Source: an optimization exercise on an open RTL-to-GDS flow (aim: small area). Production flows keep margins and buffers that such runs may drop. The RTL was checked by simulation tests, not by an equivalence proof against the original design.

## zinc
// cordic_B
module cordic_B(
  input                     clk,
  input                     rst_n,
  input  signed [31:0]      x,
  input  signed [31:0]      y,
  input                     start,
  input                     start1,
  output wire signed [31:0] angle,
  output wire signed [31:0] anglef
);
For scale: ~5100 cells after synthesis, ~130 I/O pins.
clock: 6.0 ns
lec_check: 0
cap_margin: 20
core_margin: 2
core_utilization: 40
cts_buf_list: sky130_fd_sc_hd__clkbuf_16
cts_cluster_diameter: 80
cts_cluster_size: 24
place_density: 0.6
slew_margin: 20
standard.sh (not shown) runs the stock make flow with config.mk's settings and CLKGATE_MAP_FILE= SYNTH_SCRIPT=/design/flow/synth_recipe.tcl, a recipe that flattens the netlist after the stock synthesis.
==> flow/flow/run.sh <==
#!/bin/bash
# Own layout flow: the standard ORFS flow (standard.sh), with these changes:
#  - ABC maps the logic with an area-oriented script (flow/abc.script) in
#    place of ORFS's abc_speed.script; Yosys's synthesis script and every
#    register it makes are unchanged;
#  - port buffers use the platform's smallest buffer;
#  - clock tree synthesis inserts no dummy loads.
set -euo pipefail
here=$(pwd)
rm -rf "$here/scripts"
cp -r "$FLOW_HOME/scripts" "$here/scripts"
cp "$here/flow/abc.script" "$here/scripts/abc_speed.script"
export SCRIPTS_DIR="$here/scripts"
export BUFFER_PORTS_ARGS="-buffer_cell sky130_fd_sc_hd__buf_1"
export CTS_ARGS="-sink_clustering_enable -repair_clock_nets -sink_clustering_size 24 -sink_clustering_max_diameter 80 -buf_list sky130_fd_sc_hd__clkbuf_16 -dont_use_dummy_load"
bash standard.sh > "$here/standard_flow.log" 2>&1
==> flow/flow/abc.script <==
&get -n
&st
&dch -f
&nf -a -R 1000
&put
buffer -c
topo
stime -c
upsize -c
dnsize -c
[inputs] violet vs zinc
Settings: a deleted CTS_CLUSTER_SIZE that had been 24; a deleted CTS_BUF_LIST that had been sky130_fd_sc_hd__clkbuf_16; a deleted CTS_CLUSTER_DIAMETER that had been 80.
==> flow/flow/abc.script <==
&get -n
&st
&dch
&nf -R 1000
&put
buffer -c
topo
stime -c
upsize -c
dnsize -c
--- outcome ---
- The layout filler cell count number comes out higher for zinc vs violet.
- violet drops fewer vias than zinc.
--- input diff violet..maple ---
Settings: CTS_CLUSTER_DIAMETER: unset -> 80; CTS_BUF_LIST: unset -> sky130_fd_sc_hd__clkbuf_16; CTS_CLUSTER_SIZE: unset -> 24.
-- flow/flow/run.sh --
<<< violet, line 1
#!/bin/bash
# Own layout flow: the standard ORFS flow (standard.sh), with these changes:
#  - ABC maps the logic with an area-oriented script (flow/abc.script) in
#    place of ORFS's abc_speed.script; Yosys's synthesis script and every
>>> maple, line 1
#!/bin/bash
# Own layout flow: the standard ORFS flow (standard.sh), with two changes:
#  - ABC maps the logic with an area-oriented script (flow/abc.script) in
#    place of ORFS's abc_speed.script; Yosys's synthesis script and every
==> flow/flow/abc.script <==
&get -n
&st
&dch -f
&nf -a -R 1000
&put
buffer -c
topo
stime -c
upsize -c
dnsize -c
[summary]
Worst setup path endpoint: c1_v[18]$_DFF_P_ -> maple, c1_x[16]$_DFF_P_ -> violet. Diff violet..maple | core utilization | negligible. Diff violet -> maple: reported max-cap violation count essentially unchanged; design area now sits higher; routed wire length per instance climbed about 0.3%.
Relative to maple, the following input files were edited for indigo:
Settings: GPL_TIMING_DRIVEN: unset -> 0; CTS_BUF_LIST: sky130_fd_sc_hd__clkbuf_16 -> unset; CTS_CLUSTER_SIZE: 24 -> unset; CTS_CLUSTER_DIAMETER: 80 -> unset.
==> comparison <==
- Summary — global-route usage, indigo relative to maple: higher, by 0.49 points.
- indigo went all the way through the flow, and no timing, DRC or antenna check failed.
- In indigo the largest incremental delay on the critical path turned out 170 ps higher than in maple.
- maple vs indigo, launching instance or port of the critical path: c0_v[1]$_DFFE_PN0P_ vs c0_v[15]$_DFFE_PN0P_
- indigo -> maple: count of placed standard cells in the final layout, fillers left out flat
- indigo vs maple — final routed wire length divided by cell count climbed by a few percent
- indigo leaves less setup margin than maple.
- Per the comparison of indigo with maple, time the worst path needs with I/O delays and setup went up 150 ps.
- | clock buffer instance count of the final layout | indigo vs maple | 2.1% lower |

---

cordic_B, a different RTL version from the one above (not shown whole).
Size in the first run: ~5100 cells after synthesis, roughly 810 flip-flops, roughly 130 I/O pins, roughly 49000 µm² of cells after synthesis.
// cordic_B
module cordic_B(
  input                     clk,
  input                     rst_n,
  input  signed [31:0]      x,
  input  signed [31:0]      y,
  input                     start,
  input                     start1,
  output wire signed [31:0] angle,
  output wire signed [31:0] anglef
);
==> flow/config.mk <==
export PLATFORM = sky130hd
export DESIGN_NAME = cordic_B
export DESIGN_NICKNAME = cordic_B
export VERILOG_FILES = /design/flow/design.v
export SDC_FILE = /design/flow/constraint.sdc
export NUM_CORES = 4
export LEC_CHECK = 0
export CAP_MARGIN = 20
export CORE_MARGIN = 2
export CORE_UTILIZATION = 40
export CTS_BUF_LIST = sky130_fd_sc_hd__clkbuf_16
export CTS_CLUSTER_DIAMETER = 80
export CTS_CLUSTER_SIZE = 24
export PLACE_DENSITY = 0.6
export SLEW_MARGIN = 20
==> flow/constraint.sdc <==
create_clock -name core_clock -period 6.0 [get_ports {clk}]
set_input_delay 1.2000 -clock core_clock [delete_from_list [all_inputs] [get_ports {clk}]]
set_output_delay 1.2000 -clock core_clock [all_outputs]
set_load 0.01 [all_outputs]
==> flow/flow/run.sh <==
#!/bin/bash
# Own layout flow: the standard ORFS flow (standard.sh), with these changes:
#  - ABC maps the logic with an area-oriented script (flow/abc.script) in
#    place of ORFS's abc_speed.script; Yosys's synthesis script and every
#    register it makes are unchanged;
#  - port buffers use the platform's smallest buffer;
#  - clock tree synthesis inserts no dummy loads.
set -euo pipefail
here=$(pwd)
rm -rf "$here/scripts"
cp -r "$FLOW_HOME/scripts" "$here/scripts"
cp "$here/flow/abc.script" "$here/scripts/abc_speed.script"
export SCRIPTS_DIR="$here/scripts"
export BUFFER_PORTS_ARGS="-buffer_cell sky130_fd_sc_hd__buf_1"
export CTS_ARGS="-sink_clustering_enable -repair_clock_nets -sink_clustering_size 24 -sink_clustering_max_diameter 80 -buf_list sky130_fd_sc_hd__clkbuf_16 -dont_use_dummy_load"
bash standard.sh > "$here/standard_flow.log" 2>&1
==> flow/flow/abc.script <==
&get -n
&st
&dch -f -x
&nf -R 1000
&put
buffer -c
topo
stime -c
upsize -c
dnsize -c
The baseline completed with no timing, DRC or antenna violations.
Change:
==> flow/flow/abc.script (replaced) <==
&get -n
&st
&dch -f
&nf -a -R 1000
&put
buffer -c
topo
stime -c
upsize -c
dnsize -c
After rerunning:
- The changed run completed with no timing, DRC or antenna violations
- count of clock-buffer cells in the layout fell by 1
- worst hold slack is about the same
- area after synthesis stays flat
- non-clock buffer count decreases by 22
- die area stays flat
- setup slack improved by 48 ps
- via count goes down by 0.33%
- first-iteration DRC count falls by 7.8%

---

wip/tundra:
Another version of the RTL of cordic_B (not shown whole).
Size: roughly 5500 cells after synthesis, about 930 flip-flops, ~54000 um^2 of cells after synthesis.
clock: 6.0 ns
lec_check: 0
cap_margin: 20
core_margin: 2
core_utilization: 40
cts_buf_list: sky130_fd_sc_hd__clkbuf_16
cts_cluster_diameter: 100
cts_cluster_size: 30
place_density: 0.6
slew_margin: 20
run.sh (not shown) runs the stock make flow with config.mk's settings and CLKGATE_MAP_FILE= SYNTH_SCRIPT=/design/flow/synth_recipe.tcl, a recipe that flattens the netlist after the stock synthesis.
Stock flow here: none of the scripts above is used.
Here is what was changed in the inputs of wip/garnet compared with wip/tundra.
- swapping sky130_fd_sc_hd__clkbuf_16 for sky130_fd_sc_hd__clkbuf_4 sky130_fd_sc_hd__clkbuf_8 in CTS_BUF_LIST
- swapping 100 for 50 in CTS_CLUSTER_DIAMETER
- swapping 30 for 12 in CTS_CLUSTER_SIZE
- Die area essentially unchanged between wip/tundra and wip/garnet.
- When the final numbers for wip/tundra and wip/garnet were put side by side, the total clock buffers created by CTS turned out to be greater in wip/garnet.
- Summary: with wip/tundra as the reference, wire length in wip/garnet moved up slightly.
- Data arrival time at the worst-slack endpoint: wip/garnet vs wip/tundra up 30 ps
- wip/garnet against wip/tundra: total global-route track usage grew by 0.31 points.
- Compare wip/tundra and wip/garnet | slew at the pin closest to its max-slew limit higher: wip/garnet
- Cell area after layout is higher on wip/garnet
- Compared to wip/tundra, wip/garnet has worst slew margin relative to its limit 0.25 points lower.
- Taking wip/tundra over wip/garnet, the count of clock-buffer cells in the layout ratio works out to 0.29.
### wip/garnet -> wip/raven
- CTS_CLUSTER_DIAMETER: 50 -> 80
- CTS_BUF_LIST: sky130_fd_sc_hd__clkbuf_4 sky130_fd_sc_hd__clkbuf_8 -> sky130_fd_sc_hd__clkbuf_16
- CTS_CLUSTER_SIZE: 12 -> 24
==> flow/flow/run.sh (new file) <==
#!/bin/bash
# Own layout flow: the standard ORFS flow (standard.sh), with two changes:
#  - ABC maps the logic with an area-oriented script (flow/abc.script) in
#    place of ORFS's abc_speed.script; Yosys's synthesis script and every
#    register it makes are unchanged;
#  - port buffers use the platform's smallest buffer.
set -euo pipefail
here=$(pwd)
rm -rf "$here/scripts"
cp -r "$FLOW_HOME/scripts" "$here/scripts"
cp "$here/flow/abc.script" "$here/scripts/abc_speed.script"
export SCRIPTS_DIR="$here/scripts"
export BUFFER_PORTS_ARGS="-buffer_cell sky130_fd_sc_hd__buf_1"
bash standard.sh > "$here/standard_flow.log" 2>&1
==> flow/flow/abc.script (new file) <==
&get -n
&st
&syn2
&dch -f
&nf -R 1000
&put
buffer -c
topo
stime -c
upsize -c
dnsize -c
==> flow/standard.sh (new file) <==
#!/bin/bash
# synth_recipe.tcl (not shown) runs the flow's synth.tcl, then flattens the netlist and writes it again
# the make line also repeats each setting of config.mk as NAME=value (left out here)
make -C /OpenROAD-flow-scripts/flow DESIGN_CONFIG=/design/flow/config.mk WORK_HOME=/design/flow/orfs CLKGATE_MAP_FILE= SYNTH_SCRIPT=/design/flow/synth_recipe.tcl "${@:-finish}"
removed: flow/run.sh
==> comparison <==
Nothing crashed in wip/raven and all stages finished; the problem is that the final layout failed, the offending checks being negative setup slack. Via count in wip/raven vs wip/garnet: down 9.0%. wip/garnet has higher combined area of all synthesized cells than wip/raven. Comparing wip/raven and wip/garnet, register-to-register slack is higher on wip/garnet.

## separate check: timing with driven ports
In the flow no input, the clock included, has a driving cell. The finished layouts below were timed again as built, in two steps.
Step 1 (the two cells are an assumption about what drives the block):
set clk [get_ports {clk}]
set_driving_cell -lib_cell sky130_fd_sc_hd__clkbuf_16 $clk
set_driving_cell -lib_cell sky130_fd_sc_hd__buf_2 [delete_from_list [all_inputs] $clk]
Step 2 adds t to the input delays and takes it off the output delays; t is the mean of the earliest and latest rising clock arrival at the registers after step 1. Input paths then give back, and output paths get back, about the clock's delay inside the block.
Slacks: no drivers / after step 1 / after step 2; pairs: no drivers / after step 1.
run	t (ns)	setup WS [ns]	worst hold slack (ns)	clock arrival spread, ns
zinc	0.667	0.321 / 0.321 / 0.020	0.294 / 0.294 / 0.294	0.071 / 0.071
violet	0.664	0.217 / 0.217 / -0.078	0.314 / 0.314 / 0.314	0.069 / 0.070
maple	0.667	0.321 / 0.321 / 0.020	0.294 / 0.294 / 0.294	0.071 / 0.071
indigo	0.647	0.173 / 0.173 / -0.137	0.319 / 0.319 / 0.319	0.104 / 0.104
the first run of note 2	0.672	0.279 / 0.279 / -0.037	0.313 / 0.313 / 0.313	0.057 / 0.057
the second run of note 2	0.651	0.327 / 0.327 / 0.139	0.310 / 0.310 / 0.310	0.064 / 0.064
wip/tundra	0.696	0.600 / 0.648 / -0.048	0.312 / 0.312 / 0.312	0.034 / 0.034
wip/garnet	0.862	0.721 / 0.721 / -0.031	0.311 / 0.311 / 0.311	0.043 / 0.044
wip/raven	0.707	-0.042 / -0.012 / -0.719	0.315 / 0.315 / 0.315	0.040 / 0.041
With both steps, setup timing fails in 5 of these runs, where it was met with ideal ports. For wip/garnet, which loses most, drivers alone change the setup slack by 0.000 ns; drivers and shift together by -0.752 ns.
